What follows belongs to an exercise in optimizing a design on an open flow for small area; a production flow would make more cautious choices. Function was checked by simulation only, so behaviour that the tests miss may differ from the original. Power and IR drop assume default switching activity.

==> 12-17 <==
// jt6295
module jt6295(
    input                  rst,
    input                  clk,
    input                  cen  ,
    input                  ss,         
    input                  wrn,   
    input         [ 7:0]   din,
    output        [ 7:0]   dout,
    output        [17:0]   rom_addr,
    input         [ 7:0]   rom_data,
    input                  rom_ok,
    output signed [13:0]   sound,
    output                 sample    
);
wire        cen_sr, cen_sr4, cen_48k, adpcm_slot;
wire [ 1:0] ch;
wire [ 3:0] busy, start, stop;
reg  [ 3:0] ack;
wire        ack_bit;
wire [17:0] start_addr, stop_addr, ch_addr;
wire [ 9:0] ctrl_addr;
wire [ 7:0] ctrl_data;
wire [ 3:0] ch_nib, pipe_data;
wire [ 3:0] att, pipe_att;
wire        ctrl_ok, nib_sel;
wire        pipe_en;
wire signed [11:0] pipe_snd;
assign dout   = { 4'hf, busy | start };
assign sample = cen_48k;
always @(*) begin
    case( ch )
  ...
export LEC_CHECK = 0
export CAP_MARGIN = 20
export CORE_MARGIN = 2
export CORE_UTILIZATION = 40
export SLEW_MARGIN = 20
create_clock -name core_clock -period 10.0 [get_ports {clk}]
run.sh (not shown) runs the stock make flow with config.mk's settings and CLKGATE_MAP_FILE= SYNTH_SCRIPT=/design/flow/synth_recipe.tcl, a recipe that flattens the netlist after the stock synthesis.
==> 07-04: changes against 12-17 <==
--- a/flow/design.v
+++ b/flow/design.v
@@ -3,49 +3,72 @@
     input            clk,
     input            cen,
     input            ss,
     output           cen_sr,      
     output           cen_sr4,     
+    output reg       cen32,       
+    output     [2:0] slot,        
     output           adpcm_slot,  
     output     [1:0] ch,          
     output reg       cen_48k
 );
-localparam [7:0] N48=8'd6, D48=8'd125;
+function [19:0] radd(input [19:0] a, input [19:0] b, input ci);
+    integer i;
+    reg c;
+    begin
+        c = ci;
+        for( i=0; i<20; i=i+1 ) begin
+            radd[i] = a[i]^b[i]^c;
+            c = (a[i]&b[i]) | (c&(a[i]^b[i]));
+        end
+    end
+endfunction
+function rge(input [19:0] a, input [19:0] b);
+    integer i;
+    reg c;
+    begin
+        c = 1'b1;
+        for( i=0; i<20; i=i+1 )
+            c = (a[i]&~b[i]) | (c&~(a[i]^b[i]));
+        rge = c;
+    end
+endfunction
 reg  [2:0] base;
 reg  [5:0] cnt;
-reg        cen32;
 wire [2:0] lim = ss ? 3'h3 : 3'h4;
-reg  [7:0] cnt48;
-wire       over48 = cnt48>=D48;
+reg  [6:0] n48;
+wire       hit48 = n48==7'd0  || n48==7'd21 || n48==7'd42 ||
+                   n48==7'd63 || n48==7'd84 || n48==7'd105;
 always @(posedge clk) begin
     if( rst ) begin
-        cnt48   <= 8'd0;
+        n48     <= 7'd125;
         cen_48k <= 1'b0;
     end else begin
-        if(cen) cnt48 <= over48 ? cnt48-(D48-N48) : cnt48+N48;
-        cen_48k <= over48 && cen;
+        if(cen) n48 <= &n48[6:2] ? { 6'd0, n48[0] } : radd( n48, 7'd0, 1'b1 );
+        cen_48k <= hit48 && cen;
     end
 end
 always @(posedge clk) begin
     if( rst ) begin
         base  <= 3'd0;
         cnt   <= 6'd0;
         cen32 <= 1'b0;
     end else begin
         cen32 <= cen && !cnt[5] && base==3'd0;
         if( cen ) begin
-            base <= (base==lim) ? 3'd0 : base+3'd1;
-            if(base==3'd0) cnt <= (cnt==6'd32) ? 6'd0 : cnt+6'd1;
+            base <= (base==lim) ? 3'd0 : radd( base, 3'd0, 1'b1 );
+            if(base==3'd0) cnt <= (cnt==6'd32) ? 6'd0 : radd( cnt, 6'd0, 1'b1 );
         end
     end
 end
-wire [4:0] q  = cnt[4:0] - {4'd0, cen32};
-wire [4:0] qc = q + 5'd7;
+wire [4:0] q  = radd( cnt[4:0], {5{cen32}}, 1'b0 );
+wire [4:0] qc = radd( q, 5'd7, 1'b0 );
 assign cen_sr4    = cen32 && cnt[2:0]==3'd1;
 assign cen_sr     = cen32 && cnt[4:0]==5'd1;
 assign adpcm_slot = q[2:1]==2'b01;
 assign ch         = qc[4:3];
+assign slot       = cnt[2:0];
 endmodule
 module jt6295_rom(
     input             rst,
     input             clk,
     input             adpcm_slot,
@@ -215,10 +238,31 @@
     input      [ 3:0]   rom_nib,
     output reg          pipe_en,
     output reg [ 3:0]   pipe_att,
     output reg [ 3:0]   pipe_data
 );
+function [19:0] radd(input [19:0] a, input [19:0] b, input ci);
+    integer i;
+    reg c;
+    begin
+        c = ci;
+        for( i=0; i<20; i=i+1 ) begin
+            radd[i] = a[i]^b[i]^c;
+            c = (a[i]&b[i]) | (c&(a[i]^b[i]));
+        end
+    end
+endfunction
+function rge(input [19:0] a, input [19:0] b);
+    integer i;
+    reg c;
+    begin
+        c = 1'b1;
+        for( i=0; i<20; i=i+1 )
+            c = (a[i]&~b[i]) | (c&~(a[i]^b[i]));
+        rge = c;
+    end
+endfunction
 reg  [75:0] cnt_sh;
 reg  [71:0] stop_sh;
 reg  [15:0] att_sh;
 reg  [ 3:0] busy_sh;
 wire [18:0] cnt      = cnt_sh[75:57];
@@ -226,13 +270,13 @@
 wire [ 3:0] att_out  = att_sh[15:12];
 wire        busy_out = busy_sh[3];
 wire        up_start = start[ch];
 wire        up_stop  = stop[ch];
 wire        update   = up_start | up_stop;
-wire        over     = rom_addr >= stop_out;
+wire        over     = rge( rom_addr, stop_out );
 wire        cont     = busy_out & ~over;
-wire [18:0] cnt_next = cont      ? cnt+19'd1 : cnt;
+wire [18:0] cnt_next = radd( cnt, 20'd0, cont );
 wire [17:0] stop_in  = up_start  ? stop_addr : stop_out;
 wire [18:0] cnt_in   = up_start  ? {start_addr, 1'b0} : cnt_next;
 wire [ 3:0] att_in   = up_start  ? att : att_out;
 wire        busy_in  = update    ? (up_start & ~up_stop) : cont;
 assign rom_addr = cnt[18:1];
@@ -244,22 +288,24 @@
         busy[ch] <= busy_in;
     end
 end
 always @(posedge clk, posedge rst) begin
     if( rst ) begin
-        cnt_sh  <= 76'd0;
-        busy_sh <= 4'd0;
         ack     <= 1'b0;
         pipe_en <= 1'b0;
     end else if( cen4 ) begin
-        cnt_sh  <= { cnt_sh[56:0], cnt_in };
-        busy_sh <= { busy_sh[2:0], busy_in };
         ack     <= up_start;
         pipe_en <= busy_out;
     end
 end
 always @(posedge clk) begin
+    if( cen4 || rst ) begin
+        cnt_sh  <= { cnt_sh[56:0], rst ? 19'd0 : cnt_in };
+        busy_sh <= { busy_sh[2:0], busy_in & ~rst };
+    end
+end
+always @(posedge clk) begin
     if( cen4 ) begin
         stop_sh   <= { stop_sh[53:0], stop_in };
         att_sh    <= { att_sh[11:0], att_in };
         pipe_data <= rom_nib;
         pipe_att  <= att_out;
@@ -268,24 +314,47 @@
 endmodule
 module jt6295_adpcm(
     input                    rst,
     input                    clk,
     input                    cen,
+    input                    cen32,
+    input             [ 2:0] slot,
     input                    en,
     input             [ 3:0] att,
     input             [ 3:0] data,
     output reg signed [11:0] sound
 );
+function [19:0] radd(input [19:0] a, input [19:0] b, input ci);
+    integer i;
+    reg c;
+    begin
+        c = ci;
+        for( i=0; i<20; i=i+1 ) begin
+            radd[i] = a[i]^b[i]^c;
+            c = (a[i]&b[i]) | (c&(a[i]^b[i]));
+        end
+    end
+endfunction
+function rge(input [19:0] a, input [19:0] b);
+    integer i;
+    reg c;
+    begin
+        c = 1'b1;
+        for( i=0; i<20; i=i+1 )
+            c = (a[i]&~b[i]) | (c&~(a[i]^b[i]));
+        rge = c;
+    end
+endfunction
 reg        in_en;
 reg  [3:0] in_data, in_att;
 reg [23:0] idx_sh;
 reg [47:0] snd_sh;
 reg [15:0] att_sh;
 wire [ 5:0] idx     = idx_sh[23:18];
 wire [11:0] snd_old = snd_sh[47:36];
-wire [11:0] snd_mul = snd_sh[47:36];
 wire [ 3:0] att_mul = att_sh[15:12];
+wire [11:0] snd_mul = snd_sh[47:36];
 reg [10:0] lut;
 always @(*) begin
     case( idx )
         6'd0: lut = 11'd16;
         6'd1: lut = 11'd17;
@@ -334,57 +403,59 @@
         6'd44: lut = 11'd1060;
         6'd45: lut = 11'd1166;
         6'd46: lut = 11'd1282;
         6'd47: lut = 11'd1411;
         6'd48: lut = 11'd1552;
-        default: lut = 11'd0;
+        default: lut = 11'd1552;  
     endcase
 end
 wire [2:0] factor = in_en ? in_data[2:0] : 3'd0;
 wire [5:0] idx_en = in_en ? idx : 6'd0;
 wire [5:0] idx_inc = { 3'd0, in_data[1:0], 1'b0 } + 6'd2;
-wire [5:0] idx_sum = factor[2] ? idx_en + idx_inc : idx_en - 6'd1;
-wire [5:0] idx_new = idx_sum > 6'd48 ? (factor[2] ? 6'd48 : 6'd0) : idx_sum;
+wire [5:0] idx_sum = radd( idx_en, factor[2] ? idx_inc : 6'h3f, 1'b0 );
+wire [5:0] idx_new = rge( idx_sum, 6'd49 ) ? (factor[2] ? 6'd48 : 6'd0) : idx_sum;
 wire [11:0] step = { 1'b0, lut };
-wire [11:0] qn = (step>>3) + (in_data[2] ? step : 12'd0)
-               + (in_data[1] ? step>>1 : 12'd0) + (in_data[0] ? step>>2 : 12'd0);
+wire [11:0] qa = radd( step>>3, in_data[2] ? step : 12'd0, 1'b0 );
+wire [11:0] qb = radd( qa, in_data[1] ? step>>1 : 12'd0, 1'b0 );
+wire [11:0] qn = radd( qb, in_data[0] ? step>>2 : 12'd0, 1'b0 );
 reg  [12:0] unlim;
 reg         ov;
 reg  [11:0] snd_new;
 always @(*) begin
-    unlim = in_data[3] ? { snd_old[11], snd_old } - { 1'b0, qn } :
-                         { snd_old[11], snd_old } + { 1'b0, qn };
+    unlim = radd( { snd_old[11], snd_old }, { 1'b0, qn } ^ {13{in_data[3]}}, in_data[3] );
     ov = &{snd_old[11],in_data[3],~unlim[11]}|&{~snd_old[11],~in_data[3],unlim[11]};
     if( ^unlim[12:11] ) ov=1;
-    snd_new = !in_en ? 12'd0 :
+    snd_new = (!in_en || rst) ? 12'd0 :
               ov ? {unlim[12],{11{~unlim[12]}}} : unlim[11:0];  
 end
-wire signed [16:0] s1 = { {5{snd_mul[11]}}, snd_mul };
-reg  signed [16:0] prod;
-always @(*) begin
-    case( att_mul )
-        4'd0: prod = s1<<5;
-        4'd1: prod = (s1<<4) + (s1<<2) + (s1<<1);
-        4'd2: prod = s1<<4;
-        4'd3: prod = (s1<<3) + (s1<<1) + s1;
-        4'd4: prod = s1<<3;
-        4'd5: prod = (s1<<2) + (s1<<1);
-        4'd6: prod = s1<<2;
-        4'd7: prod = (s1<<1) + s1;
-        4'd8: prod = s1<<1;
-        default: prod = 17'd0;
-    endcase
+wire [16:0] s1   = { {5{snd_mul[11]}}, snd_mul };
+wire [16:0] s3   = radd( s1, s1<<1, 1'b0 );
+wire [16:0] m11  = radd( s3, !att_mul[2] ? s1<<3 : 17'd0, 1'b0 );
+wire        pow2 = !att_mul[0];
+wire        mute = att_mul>4'd8 || rst;
+wire [11:0] load = mute ? 12'd0 : pow2 ? snd_mul : m11[15:4];
+wire [ 2:0] sh_load = pow2 ? att_mul[3:1] : { 2'b0, att_mul[1] };
+reg  [ 2:0] sh;
+wire        do_shift = cen32 && slot>=3'd2 && (slot-3'd2) < sh;
+always @(posedge clk) begin
+    if( cen ) sh <= sh_load;
+end
+always @(posedge clk) begin
+    if( cen || rst ) snd_sh <= { snd_sh[35:0], snd_new };
 end
 always @(posedge clk, posedge rst) begin
     if(rst) begin
         in_en  <= 1'b0;
-        snd_sh <= 48'd0;
-        sound  <= 12'd0;
     end else if(cen) begin
         in_en  <= en;
-        snd_sh <= { snd_sh[35:0], snd_new };
-        sound  <= prod[16:5];
+    end
+end
+always @(posedge clk) begin
+    if( cen || rst ) begin
+        sound  <= load;
+    end else if( do_shift ) begin
+        sound  <= { sound[11], sound[11:1] };
     end
 end
 always @(posedge clk) begin
     if(cen) begin
         in_data <= data;
@@ -400,24 +471,39 @@
     input                cen,
     input                cen4,
     input  signed [11:0] sound_in,
     output signed [13:0] sound_out
 );
-reg signed [13:0] acc, sum;
-always @(posedge clk, posedge rst) begin
-    if( rst ) begin
-        acc <= 14'd0;
-    end else if(cen4) begin
-        acc <= cen ? sound_in : acc + sound_in;
+function [19:0] radd(input [19:0] a, input [19:0] b, input ci);
+    integer i;
+    reg c;
+    begin
+        c = ci;
+        for( i=0; i<20; i=i+1 ) begin
+            radd[i] = a[i]^b[i]^c;
+            c = (a[i]&b[i]) | (c&(a[i]^b[i]));
+        end
     end
-end
-always @(posedge clk, posedge rst) begin
-    if( rst ) begin
-        sum <= 14'd0;
-    end else if(cen) begin
-        sum <= acc;
+endfunction
+function rge(input [19:0] a, input [19:0] b);
+    integer i;
+    reg c;
+    begin
+        c = 1'b1;
+        for( i=0; i<20; i=i+1 )
+            c = (a[i]&~b[i]) | (c&~(a[i]^b[i]));
+        rge = c;
     end
+endfunction
+reg signed [13:0] acc, sum;
+wire        restart = cen | rst;
+wire [13:0] acc_sum = radd( restart ? 14'd0 : acc, { {2{sound_in[11]}}, sound_in }, 1'b0 );
+always @(posedge clk) begin
+    if( cen4 || rst ) acc <= acc_sum;
+end
+always @(posedge clk) begin
+    if( cen || rst ) sum <= acc;
 end
 assign sound_out = sum;
 endmodule
 module jt6295(
     input                  rst,
@@ -431,11 +517,12 @@
     input         [ 7:0]   rom_data,
     input                  rom_ok,
     output signed [13:0]   sound,
     output                 sample    
 );
-wire        cen_sr, cen_sr4, cen_48k, adpcm_slot;
+wire        cen_sr, cen_sr4, cen_sr32, cen_48k, adpcm_slot;
+wire [ 2:0] slot;
 wire [ 1:0] ch;
 wire [ 3:0] busy, start, stop;
 reg  [ 3:0] ack;
 wire        ack_bit;
 wire [17:0] start_addr, stop_addr, ch_addr;
@@ -461,10 +548,12 @@
     .clk        ( clk       ),
     .cen        ( cen       ),
     .ss         ( ss        ),
     .cen_sr     ( cen_sr    ),
     .cen_sr4    ( cen_sr4   ),
+    .cen32      ( cen_sr32  ),
+    .slot       ( slot      ),
     .adpcm_slot ( adpcm_slot),
     .ch         ( ch        ),
     .cen_48k    ( cen_48k   )
 );
 jt6295_rom u_rom(
@@ -519,10 +608,12 @@
 );
 jt6295_adpcm u_adpcm(
     .rst        ( rst           ),
     .clk        ( clk           ),
     .cen        ( cen_sr4       ),
+    .cen32      ( cen_sr32      ),
+    .slot       ( slot          ),
     .en         ( pipe_en       ),
     .att        ( pipe_att      ),
     .data       ( pipe_data     ),
     .sound      ( pipe_snd      )
 );
==> flow/flow/run.sh (new file) <==
#!/bin/bash
# The standard layout, with: the smallest buffer on the ports (buf_1), a
# clock tree with larger sink clusters and no dummy loads, and power
# recovery (downsizing of gates off the critical paths) after global route.
set -euo pipefail
bash standard.sh "BUFFER_PORTS_ARGS=-buffer_cell sky130_fd_sc_hd__buf_1" \
  "CTS_ARGS=-sink_clustering_enable -repair_clock_nets -dont_use_dummy_load -sink_clustering_size 27 -sink_clustering_max_diameter 150" \
  RECOVER_POWER=100 MATCH_CELL_FOOTPRINT=0 \
  finish > standard.log 2>&1
==> flow/standard.sh (new file) <==
#!/bin/bash
# synth_recipe.tcl (not shown) runs the flow's synth.tcl, then flattens the netlist and writes it again
# the make line also repeats each setting of config.mk as NAME=value (left out here)
make -C /OpenROAD-flow-scripts/flow DESIGN_CONFIG=/design/flow/config.mk WORK_HOME=/design/flow/orfs CLKGATE_MAP_FILE= SYNTH_SCRIPT=/design/flow/synth_recipe.tcl "${@:-finish}"
removed: flow/run.sh
==> run notes <==
quantity	07-04	12-17
Run status	failed layout checks	complete, no violations
Violated checks	max-capacitance violations, max-slew violations	-
Relative area of clock buffers and inverters in the final design	0.02389	0.06560
Post-route insts no fill	2120	3095
CP Data Required Time	10.32 ns	10.49 ns
Placer Congestion	0.8064	0.8810
Data arrival at the endpoint of the critical path	8.99 ns	7.41 ns
Logic pwr share	0.170	0.121
Area growth from synthesis to layout	6.909%	13.12%
Final worst-path setup slack	1.330 ns	3.073 ns
Post-route clock period utilization	0.8670	0.6927
Vias	10570	16360
Layout multi-input combinational cell count	774	1578
Hold worst-path end	u_rom.caddr_d[7]	u_rom.caddr_d[8]
Number of distinct library cell variants in the gate-level netlist after synthesis	67	82
Least-Margin Pin Slew	3.887 ns	0.9776 ns
Post-placement cell area	21520 µm²	24760 µm²
Number of enable-type register cells in the synthesized netlist	400	229
Grt met3 use	0.02112	0.02691
Xor/xnor cell area share of the yosys netlist	0.01612	0.03545
H-tree levels	1	2
Most repeated cell in the gate-level netlist after synthesis	sky130_fd_sc_hd__edfxtp_1	sky130_fd_sc_hd__nand2_1
Internal power of the cells	0.003066 W	0.003610 W
Multi-input gate area	6347 µm²	9981 µm²
Num Clock Sinks	479	477

==> what the ideal ports hide <==
Ports are ideal in the flow. The routed layouts listed here were re-timed in OpenROAD. Step 1 (the two cells are an assumption about what drives the block):
set clk [get_ports {clk}]
set_driving_cell -lib_cell sky130_fd_sc_hd__clkbuf_16 $clk
set_driving_cell -lib_cell sky130_fd_sc_hd__buf_2 [delete_from_list [all_inputs] $clk]
Step 2 times the ports against the registers' clock, not the clock port: input delays grow and output delays shrink by t, the midpoint of the rising clock arrivals with the driver on. Three values: no drivers, after step 1, after step 2; two values: the first two.
| run | shift t [ns] | setup WS [ns] | worst setup path at the end |
|---|---|---|---|
| 12-17 | 0.643 | 3.073 / 3.073 / 3.073 | register to register |
| 07-04 | 0.586 | 1.330 / 1.330 / 1.330 | register to register |
